Context: an optimization exercise on an open-source flow, tuned for small area and a short achievable clock period. The choices shown serve that exercise and are no tape-out recipe. No functional check of the RTL was part of any run shown here. Power figures rest on the tool's default switching activity, not on a simulated workload.

==> flow/design.v (outline; a module is shown in full before it is edited, if it fits) <==
// module BMD_64_RWDMA_FSM: 992 lines
// module rw_fa: 4 lines
// module rw_ao21: 3 lines
// module rw_xn2: 3 lines
// module rw_or2: 3 lines
// module rw_o21ai: 3 lines
// module rw_nor3: 3 lines
// module rw_nor2: 3 lines
// module rw_gfa: 6 lines
// module rw_mj3: 3 lines
// module rw_mux2: 3 lines
// module rw_a2: 3 lines
// module rw_x2: 3 lines
module BMD_64_RWDMA_FSM (
    clk,
    rst_n,
    init_rst_i,
    wdma_rst_o,
    mwr_len_i,
    mwr_count_i,
    wdma_start_o,
    wdma_addr_o,
    wdma_done_i,
    wdma_irq_o,
    next_wdma_addr_i,
    next_wdma_up_addr_i,
    next_wdma_valid_i,
    wdma_start_i,
    wdma_stop_i,
    wdma_running_o,
    wdma_frame_len_i,
    timeframe_end_i,
    wdma_buf_ptr_o,
    wdma_status_o,
    cc_timeout_o
);
  // ...
==> flow/flow/run.sh <==
#!/bin/bash
# Standard layout, but with sky130_fd_sc_hd__buf_1 as the port buffer cell
# (instead of the default clkdlybuf4s50_1, which is larger and slower).
set -euo pipefail
export BUFFER_PORTS_ARGS="-buffer_cell sky130_fd_sc_hd__buf_1"
bash standard.sh finish > flow_make.log 2>&1
==> flow/standard.sh <==
#!/bin/bash
# synth_recipe.tcl (not shown) runs the flow's synth.tcl, then flattens the netlist and writes it again
# the make line also repeats each setting of config.mk as NAME=value (left out here)
make -C /OpenROAD-flow-scripts/flow DESIGN_CONFIG=/design/flow/config.mk WORK_HOME=/design/flow/orfs CLKGATE_MAP_FILE= SYNTH_SCRIPT=/design/flow/synth_recipe.tcl "${@:-finish}"
==> flow/config.mk <==
export PLATFORM = sky130hd
export DESIGN_NAME = BMD_64_RWDMA_FSM
export DESIGN_NICKNAME = BMD_64_RWDMA_FSM
export VERILOG_FILES = /design/flow/design.v
export SDC_FILE = /design/flow/constraint.sdc
export NUM_CORES = 4
export LEC_CHECK = 0
export CAP_MARGIN = 20
export CORE_MARGIN = 2
export CORE_UTILIZATION = 70
export CTS_BUF_LIST = sky130_fd_sc_hd__clkbuf_4 sky130_fd_sc_hd__clkbuf_8
export PLACE_DENSITY = 0.8
export SETUP_SLACK_MARGIN = 4.4
export SLEW_MARGIN = 20
export SYNTH_HIERARCHICAL = 1
export SYNTH_MINIMUM_KEEP_SIZE = 0
==> flow/constraint.sdc <==
create_clock -name core_clock -period 8.5 [get_ports {clk}]
set_input_delay 1.7000 -clock core_clock [delete_from_list [all_inputs] [get_ports {clk}]]
set_output_delay 1.7000 -clock core_clock [all_outputs]
set_load 0.01 [all_outputs]
==> flow_summary_export.csv, run 1 <==
group,metric,value,unit
timing,setup_slack,4360,ps
clock_tree,postCtsResizedCells,72,
synthesis,asyncSetResetFlopFracSynth,0,%
power,vdd.ir_drop.worst,0.117,mV
detailed_routing,drc_violations,0,
detailed_routing,final_antenna_net_count,0,
clock_tree,ctsHoldBuffers,0,
power,power_per_cell_area,172,mW/mm²
power,seqPwrFrac,26.9,%
status,status,"finished clean",
final_layout,antenna_cells,1,
final_layout,non_clock_buffer_area_share,9.12,%
worst_hold_path,whs_endpoint,"prev_check",
critical_path,worst_path_dominant_cell_family,"compound AO/OA/AOI/OAI gates",
synthesis,synth.avg_cell_area,8.73,µm²
synthesis,cell_type_with_the_largest_total_area_after_synthesis,"sky130_fd_sc_hd__dfxtp_1",
worst_hold_path,hold-path-cell-count,0,
global_routing,grt_pass1_wl,41600,µm
synthesis,postSynthCellCount,1183,
detailed_routing,uppermost_layer_routed,"met4",
job,max_cap_violations,0,
power,top_power_group,"combinational cells",
floorplan,count_of_standard_cell_rows,44,
timing,fin_worst_skew,16.8,ps
detailed_routing,drt_pre_antenna_iters,5,
place,placement.io_buffers,154,
detailed_routing,drt-wirelength-per-cell,17.2,µm
place,detailed_place.area,0.0110,mm²
floorplan,tap-cell-count,184,
detailed_routing,detailroute.wirelength.met3,2090,µm
detailed_routing,via_density_per_instance,5.86,
final_layout,share_of_the_final_layout_cell_area_in_sequential_cells,19.4,%
critical_path,cp-end-kind,"output pin",
synthesis,sequential_cell_area_fraction_in_the_yosys_report,22.5,%
power,power.switching,773,µW
critical_path,arrival,2440,ps
place,worst_slack_placed,3340,ps
final_layout,non_clock_buffer_count,195,
critical_path,crit_path_start_kind,"flip-flop",
detailed_routing,wl_final,26500,µm
synthesis,synth_seq_cells,116,
final_layout,nFillCells,935,
critical_path,worst-path-max-fanout,6,
synthesis,netlist_top_cells_count,"sky130_fd_sc_hd__nand2_1, sky130_fd_sc_hd__xor2_1, sky130_fd_sc_hd__dfxtp_1",
power,pwr-share-clk,22.0,%
==> run 2: changes to the inputs <==
--- a/flow/design.v
+++ b/flow/design.v
@@ -483,46 +483,46 @@
     rw_xn2 u_hs0 (.a(xn[8]), .b(pp0_8), .y(hs0));
     rw_or2 u_hc0 (.a(xn[8]), .b(pp0_8), .y(hc0));
     wire fs0, fc0;
     rw_fa u_fs0 (.a(xn[9]), .b(pp0_9), .c(pp1_8), .s(fs0), .co(fc0));
     wire hs1, hc1;
     rw_xn2 u_hs1 (.a(pp2_7), .b(pp3_6), .y(hs1));
     rw_or2 u_hc1 (.a(pp2_7), .b(pp3_6), .y(hc1));
     wire fs1, fc1;
-    rw_gfa u_fs1 (.a(xn[10]), .b(pp0_10), .c(pp1_9), .s(fs1), .co(fc1));
+    rw_fa u_fs1 (.a(xn[10]), .b(pp0_10), .c(pp1_9), .s(fs1), .co(fc1));
     wire fs2, fc2;
-    rw_gfa u_fs2 (.a(pp2_8), .b(pp3_7), .c(pp4_6), .s(fs2), .co(fc2));
+    rw_fa u_fs2 (.a(pp2_8), .b(pp3_7), .c(pp4_6), .s(fs2), .co(fc2));
     wire fs3, fc3;
-    rw_gfa u_fs3 (.a(xn[11]), .b(pp0_11), .c(pp1_10), .s(fs3), .co(fc3));
+    rw_fa u_fs3 (.a(xn[11]), .b(pp0_11), .c(pp1_10), .s(fs3), .co(fc3));
     wire fs4, fc4;
-    rw_gfa u_fs4 (.a(pp2_9), .b(pp3_8), .c(pp4_7), .s(fs4), .co(fc4));
+    rw_fa u_fs4 (.a(pp2_9), .b(pp3_8), .c(pp4_7), .s(fs4), .co(fc4));
     wire fs5, fc5;
-    rw_gfa u_fs5 (.a(xn[12]), .b(pp0_12), .c(pp1_11), .s(fs5), .co(fc5));
+    rw_fa u_fs5 (.a(xn[12]), .b(pp0_12), .c(pp1_11), .s(fs5), .co(fc5));
     wire fs6, fc6;
-    rw_gfa u_fs6 (.a(pp2_10), .b(pp3_9), .c(pp4_8), .s(fs6), .co(fc6));
+    rw_fa u_fs6 (.a(pp2_10), .b(pp3_9), .c(pp4_8), .s(fs6), .co(fc6));
     wire fs7, fc7;
-    rw_gfa u_fs7 (.a(xn[13]), .b(pp0_13), .c(pp1_12), .s(fs7), .co(fc7));
+    rw_fa u_fs7 (.a(xn[13]), .b(pp0_13), .c(pp1_12), .s(fs7), .co(fc7));
     wire fs8, fc8;
-    rw_gfa u_fs8 (.a(pp2_11), .b(pp3_10), .c(pp4_9), .s(fs8), .co(fc8));
+    rw_fa u_fs8 (.a(pp2_11), .b(pp3_10), .c(pp4_9), .s(fs8), .co(fc8));
     wire fs9, fc9;
-    rw_gfa u_fs9 (.a(xn[14]), .b(pp0_14), .c(pp1_13), .s(fs9), .co(fc9));
+    rw_fa u_fs9 (.a(xn[14]), .b(pp0_14), .c(pp1_13), .s(fs9), .co(fc9));
     wire fs10, fc10;
-    rw_gfa u_fs10 (.a(pp2_12), .b(pp3_11), .c(pp4_10), .s(fs10), .co(fc10));
+    rw_fa u_fs10 (.a(pp2_12), .b(pp3_11), .c(pp4_10), .s(fs10), .co(fc10));
     wire fs11, fc11;
-    rw_gfa u_fs11 (.a(xn[15]), .b(pp0_15), .c(pp1_14), .s(fs11), .co(fc11));
+    rw_fa u_fs11 (.a(xn[15]), .b(pp0_15), .c(pp1_14), .s(fs11), .co(fc11));
     wire fs12, fc12;
-    rw_gfa u_fs12 (.a(pp2_13), .b(pp3_12), .c(pp4_11), .s(fs12), .co(fc12));
+    rw_fa u_fs12 (.a(pp2_13), .b(pp3_12), .c(pp4_11), .s(fs12), .co(fc12));
     wire fs13, fc13;
-    rw_gfa u_fs13 (.a(xn[16]), .b(pp1_15), .c(pp2_14), .s(fs13), .co(fc13));
+    rw_fa u_fs13 (.a(xn[16]), .b(pp1_15), .c(pp2_14), .s(fs13), .co(fc13));
     wire hs2, hc2;
     rw_xn2 u_hs2 (.a(pp3_13), .b(pp4_12), .y(hs2));
     rw_or2 u_hc2 (.a(pp3_13), .b(pp4_12), .y(hc2));
     wire fs14, fc14;
-    rw_gfa u_fs14 (.a(xn[17]), .b(pp2_15), .c(pp3_14), .s(fs14), .co(fc14));
+    rw_fa u_fs14 (.a(xn[17]), .b(pp2_15), .c(pp3_14), .s(fs14), .co(fc14));
     wire hs3, hc3;
     rw_xn2 u_hs3 (.a(xn[5]), .b(pp0_5), .y(hs3));
     rw_or2 u_hc3 (.a(xn[5]), .b(pp0_5), .y(hc3));
     wire fs15, fc15;
     rw_fa u_fs15 (.a(xn[6]), .b(pp0_6), .c(pp1_5), .s(fs15), .co(fc15));
     wire hs4, hc4;
     rw_xn2 u_hs4 (.a(pp2_4), .b(pp3_3), .y(hs4));
     rw_or2 u_hc4 (.a(pp2_4), .b(pp3_3), .y(hc4));
@@ -593,17 +593,17 @@
     rw_fa u_fs46 (.a(pp7_10), .b(pp8_9), .c(pp9_8), .s(fs46), .co(fc46));
     wire fs47, fc47;
     rw_gfa u_fs47 (.a(hc2), .b(fs14), .c(fc13), .s(fs47), .co(fc47));
     wire fs48, fc48;
     rw_fa u_fs48 (.a(xn[18]), .b(pp3_15), .c(pp4_14), .s(fs48), .co(fc48));
     wire fs49, fc49;
     rw_fa u_fs49 (.a(pp5_13), .b(pp6_12), .c(pp7_11), .s(fs49), .co(fc49));
     wire fs50, fc50;
-    rw_gfa u_fs50 (.a(pp8_10), .b(pp9_9), .c(fc14), .s(fs50), .co(fc50));
+    rw_fa u_fs50 (.a(pp8_10), .b(pp9_9), .c(fc14), .s(fs50), .co(fc50));
     wire fs51, fc51;
     rw_fa u_fs51 (.a(xn[19]), .b(pp4_15), .c(pp5_14), .s(fs51), .co(fc51));
     wire fs52, fc52;
     rw_fa u_fs52 (.a(pp6_13), .b(pp7_12), .c(pp8_11), .s(fs52), .co(fc52));
     wire fs53, fc53;
     rw_fa u_fs53 (.a(xn[20]), .b(pp5_15), .c(pp6_14), .s(fs53), .co(fc53));
     wire hs6, hc6;
     rw_xn2 u_hs6 (.a(xn[3]), .b(pp0_3), .y(hs6));
@@ -623,61 +623,61 @@
     rw_fa u_fs58 (.a(hc3), .b(hs4), .c(fs15), .s(fs58), .co(fc58));
     wire fs59, fc59;
     rw_fa u_fs59 (.a(pp7_0), .b(hc4), .c(hs5), .s(fs59), .co(fc59));
     wire fs60, fc60;
     rw_fa u_fs60 (.a(fs16), .b(fs17), .c(fc15), .s(fs60), .co(fc60));
     wire fs61, fc61;
     rw_fa u_fs61 (.a(hc5), .b(fs18), .c(fs19), .s(fs61), .co(fc61));
     wire fs62, fc62;
-    rw_gfa u_fs62 (.a(fc16), .b(fc17), .c(fs20), .s(fs62), .co(fc62));
+    rw_fa u_fs62 (.a(fc16), .b(fc17), .c(fs20), .s(fs62), .co(fc62));
     wire fs63, fc63;
-    rw_gfa u_fs63 (.a(fs21), .b(fs22), .c(fc18), .s(fs63), .co(fc63));
+    rw_fa u_fs63 (.a(fs21), .b(fs22), .c(fc18), .s(fs63), .co(fc63));
     wire fs64, fc64;
-    rw_gfa u_fs64 (.a(fc19), .b(fs23), .c(fc20), .s(fs64), .co(fc64));
+    rw_fa u_fs64 (.a(fc19), .b(fs23), .c(fc20), .s(fs64), .co(fc64));
     wire fs65, fc65;
-    rw_gfa u_fs65 (.a(fs24), .b(fc21), .c(fc22), .s(fs65), .co(fc65));
+    rw_fa u_fs65 (.a(fs24), .b(fc21), .c(fc22), .s(fs65), .co(fc65));
     wire fs66, fc66;
     rw_fa u_fs66 (.a(fs25), .b(fs26), .c(fc23), .s(fs66), .co(fc66));
     wire fs67, fc67;
-    rw_gfa u_fs67 (.a(fs27), .b(fc24), .c(fs28), .s(fs67), .co(fc67));
+    rw_fa u_fs67 (.a(fs27), .b(fc24), .c(fs28), .s(fs67), .co(fc67));
     wire fs68, fc68;
     rw_gfa u_fs68 (.a(fc25), .b(fs29), .c(fc26), .s(fs68), .co(fc68));
     wire fs69, fc69;
-    rw_gfa u_fs69 (.a(fs30), .b(fc27), .c(fs31), .s(fs69), .co(fc69));
+    rw_fa u_fs69 (.a(fs30), .b(fc27), .c(fs31), .s(fs69), .co(fc69));
     wire fs70, fc70;
     rw_gfa u_fs70 (.a(fc28), .b(fs32), .c(fc29), .s(fs70), .co(fc70));
     wire fs71, fc71;
-    rw_gfa u_fs71 (.a(fs33), .b(fc30), .c(fs34), .s(fs71), .co(fc71));
+    rw_fa u_fs71 (.a(fs33), .b(fc30), .c(fs34), .s(fs71), .co(fc71));
     wire fs72, fc72;
     rw_gfa u_fs72 (.a(fc31), .b(fs35), .c(fc32), .s(fs72), .co(fc72));
     wire fs73, fc73;
-    rw_gfa u_fs73 (.a(fs36), .b(fc33), .c(fs37), .s(fs73), .co(fc73));
+    rw_fa u_fs73 (.a(fs36), .b(fc33), .c(fs37), .s(fs73), .co(fc73));
     wire fs74, fc74;
     rw_gfa u_fs74 (.a(fc34), .b(fs38), .c(fc35), .s(fs74), .co(fc74));
     wire fs75, fc75;
-    rw_gfa u_fs75 (.a(fs39), .b(fc36), .c(fs40), .s(fs75), .co(fc75));
+    rw_fa u_fs75 (.a(fs39), .b(fc36), .c(fs40), .s(fs75), .co(fc75));
     wire fs76, fc76;
     rw_gfa u_fs76 (.a(fc37), .b(fs41), .c(fc38), .s(fs76), .co(fc76));
     wire fs77, fc77;
-    rw_gfa u_fs77 (.a(fs42), .b(fc39), .c(fs43), .s(fs77), .co(fc77));
+    rw_fa u_fs77 (.a(fs42), .b(fc39), .c(fs43), .s(fs77), .co(fc77));
     wire fs78, fc78;
     rw_gfa u_fs78 (.a(fc40), .b(fs44), .c(fc41), .s(fs78), .co(fc78));
     wire fs79, fc79;
-    rw_gfa u_fs79 (.a(fs45), .b(fs46), .c(fc42), .s(fs79), .co(fc79));
+    rw_fa u_fs79 (.a(fs45), .b(fs46), .c(fc42), .s(fs79), .co(fc79));
     wire fs80, fc80;
     rw_gfa u_fs80 (.a(fc43), .b(fs47), .c(fc44), .s(fs80), .co(fc80));
     wire fs81, fc81;
     rw_fa u_fs81 (.a(fs48), .b(fs49), .c(fc45), .s(fs81), .co(fc81));
     wire fs82, fc82;
     rw_gfa u_fs82 (.a(fc46), .b(fs50), .c(fc47), .s(fs82), .co(fc82));
     wire fs83, fc83;
     rw_fa u_fs83 (.a(pp9_10), .b(fs51), .c(fs52), .s(fs83), .co(fc83));
     wire fs84, fc84;
-    rw_gfa u_fs84 (.a(fc48), .b(fc49), .c(fc50), .s(fs84), .co(fc84));
+    rw_fa u_fs84 (.a(fc48), .b(fc49), .c(fc50), .s(fs84), .co(fc84));
     wire fs85, fc85;
     rw_fa u_fs85 (.a(pp7_13), .b(pp8_12), .c(pp9_11), .s(fs85), .co(fc85));
     wire fs86, fc86;
     rw_fa u_fs86 (.a(fs53), .b(fc51), .c(fc52), .s(fs86), .co(fc86));
     wire fs87, fc87;
     rw_fa u_fs87 (.a(xn[21]), .b(pp6_15), .c(pp7_14), .s(fs87), .co(fc87));
     wire fs88, fc88;
     rw_fa u_fs88 (.a(pp8_13), .b(pp9_12), .c(fc53), .s(fs88), .co(fc88));
@@ -688,25 +688,25 @@
     rw_or2 u_hc8 (.a(xn[2]), .b(pp0_2), .y(hc8));
     wire fs90, fc90;
     rw_fa u_fs90 (.a(pp1_2), .b(pp2_1), .c(pp3_0), .s(fs90), .co(fc90));
     wire fs91, fc91;
     rw_fa u_fs91 (.a(pp4_0), .b(hc6), .c(hs7), .s(fs91), .co(fc91));
     wire fs92, fc92;
     rw_fa u_fs92 (.a(hc7), .b(fs55), .c(fc54), .s(fs92), .co(fc92));
     wire fs93, fc93;
-    rw_gfa u_fs93 (.a(fs57), .b(fc55), .c(fs58), .s(fs93), .co(fc93));
+    rw_fa u_fs93 (.a(fs57), .b(fc55), .c(fs58), .s(fs93), .co(fc93));
     wire fs94, fc94;
-    rw_gfa u_fs94 (.a(fc57), .b(fs59), .c(fs60), .s(fs94), .co(fc94));
+    rw_fa u_fs94 (.a(fc57), .b(fs59), .c(fs60), .s(fs94), .co(fc94));
     wire fs95, fc95;
     rw_gfa u_fs95 (.a(fc59), .b(fs61), .c(fs62), .s(fs95), .co(fc95));
     wire fs96, fc96;
-    rw_gfa u_fs96 (.a(fs63), .b(fc61), .c(fc62), .s(fs96), .co(fc96));
+    rw_fa u_fs96 (.a(fs63), .b(fc61), .c(fc62), .s(fs96), .co(fc96));
     wire fs97, fc97;
-    rw_gfa u_fs97 (.a(fs65), .b(fc63), .c(fc64), .s(fs97), .co(fc97));
+    rw_fa u_fs97 (.a(fs65), .b(fc63), .c(fc64), .s(fs97), .co(fc97));
     wire fs98, fc98;
     rw_gfa u_fs98 (.a(fs67), .b(fc65), .c(fs68), .s(fs98), .co(fc98));
     wire fs99, fc99;
     rw_gfa u_fs99 (.a(fs69), .b(fc67), .c(fs70), .s(fs99), .co(fc99));
     wire fs100, fc100;
     rw_gfa u_fs100 (.a(fs71), .b(fc69), .c(fs72), .s(fs100), .co(fc100));
     wire fs101, fc101;
     rw_gfa u_fs101 (.a(fs73), .b(fc71), .c(fs74), .s(fs101), .co(fc101));
@@ -716,17 +716,17 @@
     rw_gfa u_fs103 (.a(fs77), .b(fc75), .c(fs78), .s(fs103), .co(fc103));
     wire fs104, fc104;
     rw_gfa u_fs104 (.a(fs79), .b(fc77), .c(fs80), .s(fs104), .co(fc104));
     wire fs105, fc105;
     rw_gfa u_fs105 (.a(fs81), .b(fc79), .c(fs82), .s(fs105), .co(fc105));
     wire fs106, fc106;
     rw_gfa u_fs106 (.a(fs83), .b(fc81), .c(fs84), .s(fs106), .co(fc106));
     wire fs107, fc107;
-    rw_gfa u_fs107 (.a(fs85), .b(fc83), .c(fs86), .s(fs107), .co(fc107));
+    rw_fa u_fs107 (.a(fs85), .b(fc83), .c(fs86), .s(fs107), .co(fc107));
     wire fs108, fc108;
     rw_fa u_fs108 (.a(fs87), .b(fc85), .c(fs88), .s(fs108), .co(fc108));
     wire fs109, fc109;
     rw_fa u_fs109 (.a(pp9_13), .b(fs89), .c(fc87), .s(fs109), .co(fc109));
     wire fs110, fc110;
     rw_fa u_fs110 (.a(xn[23]), .b(pp8_15), .c(pp9_14), .s(fs110), .co(fc110));
     wire hs9, hc9;
     rw_xn2 u_hs9 (.a(xn[1]), .b(pp0_1), .y(hs9));
@@ -739,17 +739,17 @@
     rw_fa u_fs113 (.a(fs54), .b(fc90), .c(fs91), .s(fs113), .co(fc113));
     wire fs114, fc114;
     rw_fa u_fs114 (.a(fs56), .b(fc91), .c(fs92), .s(fs114), .co(fc114));
     wire fs115, fc115;
     rw_fa u_fs115 (.a(fc56), .b(fc92), .c(fs93), .s(fs115), .co(fc115));
     wire fs116, fc116;
     rw_gfa u_fs116 (.a(fc58), .b(fs94), .c(fc93), .s(fs116), .co(fc116));
     wire fs117, fc117;
-    rw_gfa u_fs117 (.a(fc60), .b(fs95), .c(fc94), .s(fs117), .co(fc117));
+    rw_fa u_fs117 (.a(fc60), .b(fs95), .c(fc94), .s(fs117), .co(fc117));
     wire fs118, fc118;
     rw_gfa u_fs118 (.a(fs64), .b(fs96), .c(fc95), .s(fs118), .co(fc118));
     wire fs119, fc119;
     rw_gfa u_fs119 (.a(fs66), .b(fs97), .c(fc96), .s(fs119), .co(fc119));
     wire fs120, fc120;
     rw_gfa u_fs120 (.a(fc66), .b(fs98), .c(fc97), .s(fs120), .co(fc120));
     wire fs121, fc121;
     rw_gfa u_fs121 (.a(fc68), .b(fs99), .c(fc98), .s(fs121), .co(fc121));
@@ -765,17 +765,17 @@
     rw_gfa u_fs126 (.a(fc78), .b(fs104), .c(fc103), .s(fs126), .co(fc126));
     wire fs127, fc127;
     rw_gfa u_fs127 (.a(fc80), .b(fs105), .c(fc104), .s(fs127), .co(fc127));
     wire fs128, fc128;
     rw_gfa u_fs128 (.a(fc82), .b(fs106), .c(fc105), .s(fs128), .co(fc128));
     wire fs129, fc129;
     rw_gfa u_fs129 (.a(fs107), .b(fc84), .c(fc106), .s(fs129), .co(fc129));
     wire fs130, fc130;
-    rw_gfa u_fs130 (.a(fc86), .b(fs108), .c(fc107), .s(fs130), .co(fc130));
+    rw_fa u_fs130 (.a(fc86), .b(fs108), .c(fc107), .s(fs130), .co(fc130));
     wire fs131, fc131;
     rw_fa u_fs131 (.a(fs109), .b(fc88), .c(fc108), .s(fs131), .co(fc131));
     wire fs132, fc132;
     rw_fa u_fs132 (.a(fs110), .b(fc89), .c(fc109), .s(fs132), .co(fc132));
     wire fs133, fc133;
     rw_fa u_fs133 (.a(xn[24]), .b(pp9_15), .c(fc110), .s(fs133), .co(fc133));
     wire pt_n0;
     rw_xn2 u_pt0 (.a(xn[0]), .b(pp0_0), .y(pt_n0));
==> run 2 against run 1 <==
- synthesized cell count is 5.7% lower
- clock power grew 14%
- worst setup slack lost 190 ps
- core utilization grew 3.0 points
- first-iteration DRC count increased by 5.4%
- fmax is 4.3% lower
- non-clock buffer count grew 18
- synthesized area fell by 2.9%
- combinational power about the same
- wire length up 8.3%
- die area decreased by 2.8%
- clock skew shrank 5.3 ps
- largest power group unchanged
==> flow_summary_export.csv, run 2 <==
group,metric,value,unit
synthesis,top_count_cell_post_synth,"sky130_fd_sc_hd__nand2_1",
clock_tree,cts.sinks,116,
final_layout,instances_no_fill,1483,
floorplan,count_of_standard_cell_rows,43,
critical_path,arrival,4620,ps
critical_path,worst_ep_required_time,8800,ps
synthesis,synth.avg_cell_area,9.00,µm²
synthesis,synth_compound_area_share,12.1,%
floorplan,num_io_pins,155,
timing,layout_worst_path_cycle_share,50.9,%
detailed_routing,drt_first_iter_violations,687,
job,max_cap_violations,0,
clock_tree,cts-htree-levels,4,
synthesis,synth.yosys.warnings,7,
final_layout,finalInstanceArea,0.0120,mm²
clock_tree,reg_clk_slew_reported_paths,70,ps
timing,final_setup_violating_endpoints,0,
timing,tns,0,ps
final_layout,final_nets,1473,
final_layout,top_register,"p_q",
detailed_routing,final_antenna_net_count,0,
final_layout,reg.largest.list,"p_q: 27 flops, g_q: 26 flops, wdma_buf_cnt: 16 flops",
place,hpwl,17800,µm
synthesis,adder_cell_share_of_the_synthesized_area,23.3,%
critical_path,worst_path_dominant_cell_family,"XOR/XNOR gates",
synthesis,sequential_cell_area_fraction_in_the_yosys_report,23.2,%
clock_tree,total_clock_buffers_created_by_cts,17,
synthesis,main_combinational_cell_family_by_area_after_synthesis,"adder cells",
detailed_routing,via_density_per_instance,6.15,
synthesis,synthXorXnorAreaFrac,17.4,%
critical_path,cp-end-kind,"flip-flop",
critical_path,crit_path_cell_trace,"buf_12 > buf_12 > nand2_4 > fa_1 > xor2_1 > xor2_1 > xor2_1 > xor2_1 > xor2_1 > xor2_1 > xor2_1 > xnor2_1 > o21ai_1",
synthesis,post_synth_edffs,0,
final_layout,layout_commonest_cell,"sky130_fd_sc_hd__nand2_1",
power,cellLeakagePower,4.92,nW
place,placedCellCount,1393,
timing,slew-limit-headroom,28.6,%
detailed_routing,drc_violations,0,
timing,setup_slack,4180,ps
clock_tree,ctsHoldBuffers,0,
worst_hold_path,hold_path_class,"reg2reg",
synthesis,synthTopCellsByArea,"sky130_fd_sc_hd__dfxtp_1, sky130_fd_sc_hd__fa_1, sky130_fd_sc_hd__xor2_1",
detailed_routing,drt-wirelength-per-cell,19.3,µm
final_layout,area_used_by_multi_input_combinational_logic,0.00754,mm²
clock_tree,clkLatencyLatePin,450,ps
timing,finalMaxSlewViolations,0,
critical_path,cp_num_buf_inv,2,
timing,fin_hold_ws,460,ps
detailed_routing,num_vias,9120,
place,detailed_place.area,0.0107,mm²
final_layout,layout.cells.most_common_list,"sky130_fd_sc_hd__nand2_1, sky130_fd_sc_hd__xor2_1, sky130_fd_sc_hd__buf_1, sky130_fd_sc_hd__dfxtp_1, sky130_fd_sc_hd__fa_1",
synthesis,post_synth_mux_area_share,1.80,%
power,intPower,1.34,mW
power,pwr-share-comb,49.4,%
status,status,"finished clean",
synthesis,area_share_of_the_largest_cell_type_after_synthesis,23.2,%
final_layout,antenna_cells,0,
global_routing,grt_pass1_wl,38300,µm
global_routing,global_route_congestion_overflow_total,0,
timing,worst_slew_pin_slew,1070,ps
timing,final_period_minus_worst_setup_slack,4320,ps
power,pwr-share-clk,24.4,%
power,swShare,36.9,%
power,vdd.ir_drop.worst,0.0977,mV
clock_tree,cts_max_path_buffers,2,
power,seqPwrFrac,26.2,%
detailed_routing,wl_final,28700,µm
synthesis,netlist_top_cells_count,"sky130_fd_sc_hd__nand2_1, sky130_fd_sc_hd__xor2_1, sky130_fd_sc_hd__dfxtp_1",
synthesis,cell_type_with_the_largest_total_area_after_synthesis,"sky130_fd_sc_hd__dfxtp_1",
synthesis,mappedNetlistArea,0.0100,mm²
floorplan,initial_cell_density_of_the_core,72.0,%
final_layout,max_ffs_per_register,27,
timing,max_freq,0.231,GHz
critical_path,crit_path_start_kind,"primary input",
detailed_routing,drt_pre_antenna_iters,5,
place,place.gp.congestion,0.893,
power,power_per_cell_area,177,mW/mm²
timing,fin_worst_skew,11.5,ps
synthesis,post_synth_and_or_nand_nor_area_fraction,18.4,%
floorplan,die-height,124,µm
critical_path,worst-path-max-fanout,7,
place,worst_slack_placed,3220,ps
global_routing,grt_util_all_layers,32.3,%
synthesis,synth_seq_cells,116,
clock_tree,clock-root-buffer,"sky130_fd_sc_hd__clkbuf_8",
synthesis,asyncSetResetFlopFracSynth,0,%
final_layout,area.sequential,0.00233,mm²
floorplan,dieArea,0.0153,mm²
synthesis,ys_dominant_reg_cell,"sky130_fd_sc_hd__dfxtp_1",
floorplan,die_x,124,µm
final_layout,flow.area_growth_from_synthesis,19.6,%
critical_path,crit_path_top_delay_cell,"sky130_fd_sc_hd__fa_1",
final_layout,nFillCells,779,
critical_path,critical_path.most_common_cell,"sky130_fd_sc_hd__xor2_1",
global_routing,first_global_vias,8116,
critical_path,critical_path_class,"in2reg",
synthesis,post_synth_num_cell_types,58,
timing,grt_setup_unrepaired,"true",
final_layout,drive_above_1_share,21.2,%
clock_tree,cts_tree,"yes",
critical_path,cpPeakStageDelay,590,ps
floorplan,core_area,0.0139,mm²
synthesis,postSynthCellCount,1115,
timing,final_hold_viol_count,0,
power,power.switching,785,µW
global_routing,initial_antenna_violation_count,0,
global_routing,maximum_number_of_pins_on_one_net_before_global_route_repair,54,
place,placement.io_buffers,154,
## run 2: cell types whose count changed after synthesis
cell                     before  now
sky130_fd_sc_hd__fa_1        56   90
sky130_fd_sc_hd__xor2_1     212  144
sky130_fd_sc_hd__maj3_2      78   44
## run 2: logic make-up (layout without fill, tap and decap cells)
logic type	count (synthesis)	after routing
other cells	1	2
flops	116	116
simple gates	375	375
fa+ha+maj	137	137
buf+inv	100	286
xor+xnor	199	199
mux	12	12
compound gates	175	176
## run 2: layout make-up
type | instances | share of cell area, %
multi-input cells | 901 | 62.8
flip-flops and latches | 116 | 19.4
repair buffers | 213 | 11.2
clock buffers | 18 | 2.01
well taps | 180 | 1.88
clock inverters | 14 | 1.36
inverters | 41 | 1.29
## run 2: worst paths after layout
check | from | to | slack (ps) | depth (start not counted)
min | to_lfsr[12] | to_lfsr[13] | 460 | 2
max reg2reg | p_q[11] | p_q[11] | 5170 | 11
min reg2reg | to_lfsr[12] | to_lfsr[13] | 460 | 2
max | mwr_len_i[3] | p_q[11] | 4180 | 13
## run 2: layer usage
layer	GRT usage (%)	routed length, µm	part of all wire [%]
met1	40.4	10600	37
met2	54.6	13900	48
met3	7.55	2690	9.4
met4	11.8	1480	5.1
met5	0	0	0
## run 2: what timing repair did
| item | in CTS | in global routing |
|---|---|---|
| gates cloned | 1 | 1 |
| gates resized for setup | 82 | 85 |
| setup buffers | 18 | 38 |
| pin swaps | 19 | 71 |
| setup endpoints to repair | 57 | 46 |
| endpoints found under the hold margin | 0 | 0 |
## run 2: per-stage QoR
step	utilization, %	power (mW)
3_5_place_dp	76.8	1.41
6_report	86.1	2.13
5_1_grt	86.1	2.23
2_1_floorplan	-	1.31
4_1_cts	81.8	2.00
3_3_place_gp	76.8	1.38
## run 2: power groups by stage
stage,clock (mW),combinational (mW),sequential (mW)
6_report,0.520,1.05,0.557
5_1_grt,0.547,1.13,0.557
2_1_floorplan,0,0.740,0.567
4_1_cts,0.525,0.918,0.556
3_3_place_gp,0,0.814,0.568
3_5_place_dp,0,0.846,0.568
## run 2: per-module statistics from Yosys, one instance, submodules excluded, excerpt
| module | cells | copies in the design | flops+latches | area [µm²] |
|---|---|---|---|---|
| BMD_64_RWDMA_FSM | 700 | 1 | 116 | 5360 |
| rw_fa | 1 | 90 | 0 | 20.0 |
| rw_mux2 | 1 | 12 | 0 | 15.0 |
| rw_x2 | 1 | 113 | 0 | 8.76 |
| rw_xn2 | 1 | 36 | 0 | 8.76 |
| rw_nor3 | 1 | 26 | 0 | 10.0 |
| rw_ao21 | 1 | 57 | 0 | 7.51 |
| rw_or2 | 1 | 10 | 0 | 6.26 |
| rw_mj3 | 1 | 44 | 0 | 11.3 |
| rw_o21ai | 1 | 27 | 0 | 5.00 |
## run 2: worst min-delay path, delay by kind of cell, from the launching register on
kind,cells,cell delay (ps)
simple gates,1,50
flops,1,320
compound gates,1,50

## re-timing with driven ports
The results above use ideal ports. As a check the final layouts listed here were re-extracted and re-timed, cells and wires unchanged. Step 1 assumes that a clkbuf_16 drives the clock port and a buf_2 every other input. Step 2 times the ports against the registers' clock, not the clock port: input delays grow and output delays shrink by t, the midpoint of the rising clock arrivals with the driver on. a / b / c = ideal / step 1 / step 2; a / b = the first two.
| run | shift t [ns] | slack for setup (ns) | worst setup path after step 2 | pins driven straight from the clock port |
|---|---|---|---|---|
| run 1 | 0.475 | 4.363 / 4.328 / 3.982 | input to register | 1 |
| run 2 | 0.477 | 4.176 / 4.143 / 3.666 | input to register | 1 |
After both steps every run listed still meets setup and hold. For run 2, which loses most, drivers alone change the setup slack by -0.033 ns; drivers and shift together by -0.510 ns.
